Background: an optimization exercise with open tools, aiming at small area and a short achievable clock period. Do not read the settings as production practice.
RTL that was checked went through simulation tests only; none was proved equivalent to the original.
Power and IR drop assume default switching activity. No driver is modelled on the clock port, so clocking that relies on it looks cheaper here than on a real chip.

// SPI_Wrapper_FINAL
module SPI_Wrapper_FINAL (
    input MOSI , clk , rst , ss_n ,
    output MISO );
==> flow/config.mk <==
export PLATFORM = sky130hd
export DESIGN_NAME = SPI_Wrapper_FINAL
export DESIGN_NICKNAME = SPI_Wrapper_FINAL
export VERILOG_FILES = /design/flow/design.v
export SDC_FILE = /design/flow/constraint.sdc
export NUM_CORES = 4
export LEC_CHECK = 0
export CAP_MARGIN = 10
export CELL_PAD_IN_SITES_DETAIL_PLACEMENT = 0
export CORE_MARGIN = 2
export CORE_UTILIZATION = 45
export CTS_CLUSTER_DIAMETER = 80
export CTS_CLUSTER_SIZE = 32
export PLACE_DENSITY = 0.65
export SETUP_SLACK_MARGIN = 4.9
export SLEW_MARGIN = 10
==> flow/constraint.sdc <==
create_clock -name core_clock -period 7.5 [get_ports {clk}]
set_input_delay 1.5000 -clock core_clock [delete_from_list [all_inputs] [get_ports {clk}]]
set_output_delay 1.5000 -clock core_clock [all_outputs]
set_load 0.01 [all_outputs]
run.sh (not shown) runs the stock make flow with config.mk's settings and CLKGATE_MAP_FILE= SYNTH_SCRIPT=/design/flow/synth_recipe.tcl, a recipe that flattens the netlist after the stock synthesis.
The first run ran to the end with no violations.
Rerun with:
- CAP_MARGIN: 10 -> 15
- CELL_PAD_IN_SITES_DETAIL_PLACEMENT: 0 -> 1
- SETUP_SLACK_MARGIN: 4.9 -> 4.75
- SLEW_MARGIN: 10 -> 15
Outcome: Total power is higher by 0.69%; setup slack barely changes; register-to-register slack degrades by 160 ps; die area does not change; worst hold slack improved by 4.4 ps; core utilization stays flat.
Rerun with:
- CORE_UTILIZATION: 45 -> 40
- SETUP_SLACK_MARGIN: 4.75 -> 4.9
Cell area barely changes. Sequential power barely changes. Worst setup slack loses 14 ps. Non-clock buffer count went up by 1. Routed wire length decreases by 1.6%. Power goes down by 0.88%. Clock skew went up by 8.4 ps.
Rerun with:
==> flow/flow/run.sh (new file) <==
#!/bin/bash
set -euo pipefail
export CTS_ARGS="-sink_clustering_enable -repair_clock_nets -sink_clustering_size 32 -sink_clustering_max_diameter 80 -dont_use_dummy_load"
bash standard.sh > standard_flow.log 2>&1
==> flow/standard.sh (new file) <==
#!/bin/bash
# synth_recipe.tcl (not shown) runs the flow's synth.tcl, then flattens the netlist and writes it again
# the make line also repeats each setting of config.mk as NAME=value (left out here)
make -C /OpenROAD-flow-scripts/flow DESIGN_CONFIG=/design/flow/config.mk WORK_HOME=/design/flow/orfs CLKGATE_MAP_FILE= SYNTH_SCRIPT=/design/flow/synth_recipe.tcl "${@:-finish}"
- CAP_MARGIN: 15 -> 10
- CELL_PAD_IN_SITES_DETAIL_PLACEMENT: 1 -> 0
- CORE_UTILIZATION: 40 -> 45
- SLEW_MARGIN: 15 -> 10
removed: flow/run.sh
Outcome: Routed wire length went down by about 11%; global-route usage stays flat; non-clock buffer count went down by 1; final area went down by 0.54%; clock power went down by about 4%.

---

Setup of v38:
The RTL this note starts from:
==> flow/design.v <==
module RAM_FINAL (
    input clk , rst , rx_valid ,
    input [0:9] din ,
    output reg tx_valid ,
    output reg [0:7] dout
);
reg [7:0] waddr, raddr;
reg [0:7] wdata;
reg [0:7] pf;
reg [2:0] q;
reg r;
reg ready;
wire clearing = ~ready;
reg wr_hit;
reg wr_flag;
reg [3:0] k;
reg rd_seen;
wire [3:0] k_next = {k[2] & k[1] & k[0], k[2] ^ (k[1] & k[0]), k[1] ^ k[0], ~k[0]};
wire [2:0] q_next = {q[2] ^ ~(q[1] | q[0]), q[1] ^ ~q[0], ~q[0]};
wire wr_now = wr_flag & ~k[3] & wr_hit;
wire [0:7] wval = clearing ? 8'd0 : wdata;
wire [0:7] wx = wval ^ {8{r}};
wire [0:7] last [0:31];
genvar g;
generate
    for (g = 0; g < 32; g = g + 1) begin : g_ring
        reg [0:7] s0, s1, s2, s3, s4, s5, s6, s7;
        wire sel = clearing | (wr_now & (waddr[7:3] == g));
        always @ (posedge clk)
        begin
            s0 <= ~(sel ? wx : s7);
            s1 <= s0;
            s2 <= s1;
            s3 <= s2;
            s4 <= s3;
            s5 <= s4;
            s6 <= s5;
            s7 <= s6;
        end
        assign last[g] = s7;
    end
endgenerate
wire [0:7] m1 [0:7];
wire [0:7] m2 [0:1];
genvar h;
generate
    for (h = 0; h < 8; h = h + 1) begin : g_m1
        assign m1[h] = last[4 * h + raddr[4:3]];
    end
    for (h = 0; h < 2; h = h + 1) begin : g_m2
        assign m2[h] = m1[4 * h + raddr[6:5]];
    end
endgenerate
wire [0:7] tap = m2[raddr[7]];
wire fwd = clearing | (wr_now & (waddr == raddr));
always @ (posedge clk or negedge rst)
begin
    if (!rst)
    begin
        q <= 3'd0;
        r <= 1'b0;
        ready <= 1'b0;
    end
    else
    begin
        q <= q_next;
        if (q == 3'd0) r <= ~r;
        if (q == 3'd1) ready <= 1'b1;
    end
end
reg [0:7] tq;
reg tq_ok;
always @ (posedge clk)
begin
    tq <= tap ^ {8{r}};
    tq_ok <= (raddr[2:0] == q) & ~fwd;
    if (fwd) pf <= wval;
    else if (tq_ok) pf <= tq;
end
always @ (posedge clk)
    wr_hit <= (waddr[2:0] == q_next);
always @ (posedge clk)
begin
    if (rx_valid && din[0:1] == 2'b01) wdata <= din[2:9];
    if (rx_valid && din[0:1] == 2'b11) dout <= pf;
end
always @ (posedge clk or negedge rst)
begin
    if (!rst)
    begin
        waddr <= 8'd0;
        raddr <= 8'd0;
        tx_valid <= 1'b0;
        k <= 4'd0;
        rd_seen <= 1'b0;
        wr_flag <= 1'b0;
    end
    else
    begin
        if (rx_valid)
        begin
            wr_flag <= (din[0:1] == 2'b01);
            case (din[0:1])
                2'b00: begin
                    waddr <= din[2:9];
                    tx_valid <= 1'b0;
                    k <= 4'd0;
                end
                2'b01: begin
                    tx_valid <= 1'b0;
                    k <= 4'd0;
                end
                2'b10: begin
                    raddr <= din[2:9];
                    k <= 4'd0;
                end
                2'b11: begin
                    tx_valid <= 1'b1;
                    rd_seen <= 1'b1;
                    if (!rd_seen) k <= 4'd0;
                end
            endcase
        end
        else if (!k[3])
        begin
            tx_valid <= rd_seen;
            k <= k_next;
        end
        else tx_valid <= 1'b0;
    end
end
endmodule
module SPI_SLAVE_FINAL(
    input MOSI , clk , rst ,
    tx_valid , ss_n ,
    input [0:7] tx_data ,
    output reg MISO , rx_valid ,
    output reg [0:9] rx_data );
reg [3:0] i;
reg miso_n;
wire miso_next = (cs == IDLE) ? 1'b0 : (send ? (~i[3] & tx_data[i[2:0]]) : ~miso_n);
reg [1:0] cs;
localparam IDLE = 2'b00,
CHK_CMD = 2'b01,
WRITE = 2'b10;
function [3:0] inc;
    input [3:0] v;
    case (v)
        4'd0: inc = 4'd1;
        4'd1: inc = 4'd2;
        4'd2: inc = 4'd3;
        4'd3: inc = 4'd4;
        4'd4: inc = 4'd5;
        4'd5: inc = 4'd6;
        4'd6: inc = 4'd7;
        4'd7: inc = 4'd8;
        4'd8: inc = 4'd9;
        default: inc = 4'd0;
    endcase
endfunction
wire send = (cs == CHK_CMD) & ~ss_n & tx_valid;
wire recv = (cs == WRITE) & (~ss_n | (i == 4'd9));
always @ (posedge clk)
begin
    if (cs == IDLE) i <= 4'd0;
    else if (send | (recv & ~ss_n)) i <= inc(i);
    if (cs == IDLE) rx_data <= 10'b0;
    else if (recv) rx_data <= {rx_data[1:9], MOSI};
end
always @ (posedge clk or negedge rst)
begin
if (!rst)
    begin
        MISO <= 1'b0;
        miso_n <= 1'b1;
        rx_valid <= 1'b0;
        cs <= IDLE;
    end
else
    begin
        rx_valid <= recv & (i == 4'd9);
        MISO <= miso_next;
        miso_n <= ~miso_next;
        case (cs)
            CHK_CMD: cs <= ss_n ? IDLE : (tx_valid ? (i[3] ? IDLE : CHK_CMD) : WRITE);
            WRITE:   cs <= (ss_n | (i == 4'd9)) ? IDLE : WRITE;
            default: cs <= ss_n ? IDLE : CHK_CMD;
        endcase
    end
end
endmodule
module SPI_Wrapper_FINAL (
    input MOSI , clk , rst , ss_n ,
    output MISO );
wire [0:9] w1_rx_data;
wire [0:7] w2_tx_data;
wire tx_valid_w3;
wire rx_valid_w4;
SPI_SLAVE_FINAL SPI ( .MOSI(MOSI) , 
.clk(clk) , 
.rst(rst) , 
.tx_valid(tx_valid_w3) ,
.ss_n(ss_n) ,
.tx_data(w2_tx_data) , 
.MISO(MISO) , 
.rx_valid(rx_valid_w4) , 
.rx_data(w1_rx_data) );
RAM_FINAL u_Ram ( .clk(clk) ,
.rst(rst) , 
.rx_valid(rx_valid_w4) , 
.din(w1_rx_data) , 
.dout(w2_tx_data) , 
.tx_valid(tx_valid_w3) );
endmodule
==> flow/config.mk <==
export PLATFORM = sky130hd
export DESIGN_NAME = SPI_Wrapper_FINAL
export DESIGN_NICKNAME = SPI_Wrapper_FINAL
export VERILOG_FILES = /design/flow/design.v
export SDC_FILE = /design/flow/constraint.sdc
export NUM_CORES = 4
export LEC_CHECK = 0
export CAP_MARGIN = 10
export CELL_PAD_IN_SITES_DETAIL_PLACEMENT = 0
export CORE_MARGIN = 2
export CORE_UTILIZATION = 45
export CTS_CLUSTER_DIAMETER = 90
export CTS_CLUSTER_SIZE = 30
export PLACE_DENSITY = 0.65
export SETUP_SLACK_MARGIN = 4.95
export SLEW_MARGIN = 10
==> flow/constraint.sdc <==
create_clock -name core_clock -period 7.5 [get_ports {clk}]
set_input_delay 1.5000 -clock core_clock [delete_from_list [all_inputs] [get_ports {clk}]]
set_output_delay 1.5000 -clock core_clock [all_outputs]
set_load 0.01 [all_outputs]
Stock flow here: none of the scripts above is used.
--- input diff v38..v12 ---
- swapping 10 for 15 in CAP_MARGIN
- swapping 4.95 for 4.85 in SETUP_SLACK_MARGIN
- swapping 0.65 for 0.6 in PLACE_DENSITY
- swapping 45 for 50 in CORE_UTILIZATION
- swapping 10 for 15 in SLEW_MARGIN
- swapping 90 for 80 in CTS_CLUSTER_DIAMETER
- swapping 0 for 1 in CELL_PAD_IN_SITES_DETAIL_PLACEMENT
- swapping 30 for 32 in CTS_CLUSTER_SIZE
==> comparison <==
v38 → v12: cell area went down by about 0.9%, met2 routing resource usage after global routing went up by 9.0 points, sequential power share went up by 0.4 points.
[diff] total wire length after detailed routing, v12 relative to v38: regression
[inputs] v8 vs v12
- CORE_UTILIZATION now 45, was 50
- SETUP_SLACK_MARGIN now 4.9, was 4.85
- PLACE_DENSITY now 0.65, was 0.6
## What came out
Comparing v12 and v8, the higher via count normalized by instance count is on v12.
In v8 the met1 track demand over resource turned out 1.6 points lower than in v12.
Diff v12 -> v8: share of the cycle needed by the critical path after routing -0.17 points; final worst-path setup slack moved up.
The pin slew with the least headroom to its limit of v8 is higher than that of v12.
Via count down about 0.54% in v8 wrt v12
For proportion of layout cells with a drive suffix above 1, v8 and v12 come out practically identical.
v8: no failed stages, no open violations at the end
[inputs] v57 vs v8
- swapping 4.9 for 4.95 in SETUP_SLACK_MARGIN
- swapping 32 for 34 in CTS_CLUSTER_SIZE
- swapping 0.65 for 0.7 in PLACE_DENSITY
- swapping 15 for 10 in SLEW_MARGIN
- swapping 1 for 0 in CELL_PAD_IN_SITES_DETAIL_PLACEMENT
- swapping 15 for 10 in CAP_MARGIN
==> flow/flow/run.sh (new file) <==
#!/bin/bash
set -euo pipefail
export CTS_ARGS="-sink_clustering_enable -repair_clock_nets -sink_clustering_size 34 -sink_clustering_max_diameter 80 -dont_use_dummy_load"
bash standard.sh > standard_flow.log 2>&1
==> flow/standard.sh (new file) <==
#!/bin/bash
# synth_recipe.tcl (not shown) runs the flow's synth.tcl, then flattens the netlist and writes it again
# the make line also repeats each setting of config.mk as NAME=value (left out here)
make -C /OpenROAD-flow-scripts/flow DESIGN_CONFIG=/design/flow/config.mk WORK_HOME=/design/flow/orfs CLKGATE_MAP_FILE= SYNTH_SCRIPT=/design/flow/synth_recipe.tcl "${@:-finish}"
removed: flow/run.sh
==> comparison <==
- No run among v8 and v57 stopped early or left any final violation; all are clean.
- Setup WNS v8 -> v57: better
- Summary of v57 over v8: signed area change from the synthesized netlist to the final layout has decreased; pin count of the biggest net entering global routing has decreased.
- Looking at static leakage, v57 sits about 1% lower than v8 does.
- From v57 to v8, cell area after technology mapping did not move at all.
- v57 against v8: non-clock buffer count decreased about 19%, maximum frequency has increased.
- Routed wire length (lower): v57
- Taking v8 over v57, the clock distribution power ratio works out to 1.10.
- Looking only at number of resized instances in the post-cts repair step, and setting everything else aside, the lower value of v8 and v57 goes to v8.

---

Starts from the design.v that is shown in full above.
make LEC_CHECK=0 CAP_MARGIN=10 CELL_PAD_IN_SITES_DETAIL_PLACEMENT=0 CORE_MARGIN=2 CORE_UTILIZATION=45 CTS_CLUSTER_DIAMETER=80 CTS_CLUSTER_SIZE=32 PLACE_DENSITY=0.8 SETUP_SLACK_MARGIN=4.9 SLEW_MARGIN=10 finish   # period 7.5 ns
Stock flow here: none of the scripts above is used.
Next try:
==> flow/flow/run.sh (new file) <==
#!/bin/bash
set -euo pipefail
export CTS_ARGS="-sink_clustering_enable -repair_clock_nets -sink_clustering_size 32 -sink_clustering_max_diameter 100 -dont_use_dummy_load"
bash standard.sh > standard_flow.log 2>&1
==> flow/standard.sh (new file) <==
#!/bin/bash
# synth_recipe.tcl (not shown) runs the flow's synth.tcl, then flattens the netlist and writes it again
# the make line also repeats each setting of config.mk as NAME=value (left out here)
make -C /OpenROAD-flow-scripts/flow DESIGN_CONFIG=/design/flow/config.mk WORK_HOME=/design/flow/orfs CLKGATE_MAP_FILE= SYNTH_SCRIPT=/design/flow/synth_recipe.tcl "${@:-finish}"
--- a/flow/config.mk
+++ b/flow/config.mk
@@ -11,5 +11,5 @@
 export CORE_UTILIZATION = 45
-export CTS_CLUSTER_DIAMETER = 80
+export CTS_CLUSTER_DIAMETER = 100
 export CTS_CLUSTER_SIZE = 32
-export PLACE_DENSITY = 0.8
+export PLACE_DENSITY = 0.65
 export SETUP_SLACK_MARGIN = 4.9
removed: flow/run.sh
=> Synthesized area stays the same. Design area barely changes. Maximum frequency rises by 1.6%.
Next try:
==> flow/flow/run.sh (replaced) <==
#!/bin/bash
set -euo pipefail
export CTS_ARGS="-sink_clustering_enable -repair_clock_nets -sink_clustering_size 34 -sink_clustering_max_diameter 80 -dont_use_dummy_load"
bash standard.sh > standard_flow.log 2>&1
--- a/flow/config.mk
+++ b/flow/config.mk
@@ -11,4 +11,4 @@
 export CORE_UTILIZATION = 45
-export CTS_CLUSTER_DIAMETER = 100
-export CTS_CLUSTER_SIZE = 32
+export CTS_CLUSTER_DIAMETER = 80
+export CTS_CLUSTER_SIZE = 34
 export PLACE_DENSITY = 0.65
- total power stays flat
- via count went down by 0.39%
- synthesized cell count does not change
- synthesized area does not change
- design area stays flat
- wire length stays flat
- fmax went up by 1.1%
- final cell count barely changes

---

v34:
SPI_Wrapper_FINAL, a different RTL version from the one above (not shown whole).
Size: roughly 2900 cells after synthesis, about 5 I/O pins.
export LEC_CHECK = 0
export CAP_MARGIN = 15
export CELL_PAD_IN_SITES_DETAIL_PLACEMENT = 1
export CORE_MARGIN = 2
export CORE_UTILIZATION = 50
export CTS_CLUSTER_DIAMETER = 70
export CTS_CLUSTER_SIZE = 28
export PLACE_DENSITY = 0.6
export SETUP_SLACK_MARGIN = 4.85
export SLEW_MARGIN = 15
create_clock -name core_clock -period 7.5 [get_ports {clk}]
Stock flow here: none of the scripts above is used.
For v7, these inputs were changed with respect to v34:
- SETUP_SLACK_MARGIN: 4.85 -> 5.0
- CTS_CLUSTER_DIAMETER: 70 -> 80
- CTS_CLUSTER_SIZE: 28 -> 32
==> run notes <==
- Any difference in final setup slack of the worst path between v34 and v7 is small enough to ignore.
- Diff v7 and v34: area of the multi-input gates lower in v34
- v7 vs. v34: global-route wire length before repair was more or less identical; part of the power in combinational logic was more or less identical.
- For worst voltage drop across the vdd grid, dividing the value from v34 by the value from v7 gives 1.11.
- v7 gives more fraction of standard cell area that is sequential than v34 did.
The following lists how v26 was set up differently from v7:
- SETUP_SLACK_MARGIN now 4.85, was 5.0
Notes after the runs:
- v26 reached the end of the flow, and the finished layout is clean on the timing, DRC and antenna checks.
- Proportion of cell area spent on the clock network: v7 vs v26, no meaningful difference
- From v7 to v26, XOR/XNOR share of the synthesized area did not move at all.
- v7 has higher design area than v26.
- Relative to v7, the non-clock buffer count of v26 is lower by 2.
- | post-route worst setup slack | v26 vs v7 | ≈ equal |
- Initial standard-cell utilization of the core came out exactly the same in v26 and v7.
- Diff v7 -> v26 | total wirelength of the detailed-routed design | decrease of 0.31%
No functional check of the RTL was part of any run of this note.

-- port drivers added, routing unchanged --
No port has a modelled driver above. Below, the same layouts with a new extraction and two added sets of constraints.
Step 1 assumes that a clkbuf_16 drives the clock port and a buf_2 every other input.
Step 2 moves the port delays by t, midway between the first and last clock arrival at a register: inputs arrive t later, outputs are due t later. That takes back most of the time a late clock gives input paths.
Three values: no drivers, after step 1, after step 2; two values: the first two.
run	t (ns)	setup WS [ns]	latest minus earliest clock arrival (ns)	cell pins on the clock port's net
the first run of note 1	0.726	4.841 / 4.775 / 4.528	0.041 / 0.041	1
the second run of note 1	0.722	4.838 / 4.777 / 4.246	0.047 / 0.047	1
the third run of note 1	0.732	4.824 / 4.756 / 4.488	0.045 / 0.046	1
the fourth run of note 1	0.704	4.869 / 4.803 / 4.506	0.072 / 0.072	1
v38	0.738	4.828 / 4.754 / 4.514	0.048 / 0.048	1
v12	0.732	4.821 / 4.756 / 4.253	0.034 / 0.034	1
v8	0.724	4.833 / 4.771 / 4.471	0.042 / 0.042	1
v57	0.702	4.844 / 4.779 / 4.511	0.089 / 0.089	1
the first run of note 3	0.748	4.808 / 4.737 / 4.321	0.042 / 0.042	1
the second run of note 3	0.707	4.849 / 4.781 / 4.518	0.067 / 0.066	1
the third run of note 3	0.710	4.878 / 4.804 / 4.510	0.091 / 0.091	1
v34	0.735	4.768 / 4.704 / 4.356	0.039 / 0.038	1
v7	0.736	4.769 / 4.704 / 4.365	0.039 / 0.039	1
v26	0.736	4.766 / 4.702 / 4.330	0.041 / 0.041	1
After both steps every run listed still meets setup and hold. For the second run of note 1, which loses most, drivers alone change the setup slack by -0.061 ns; drivers and shift together by -0.592 ns.
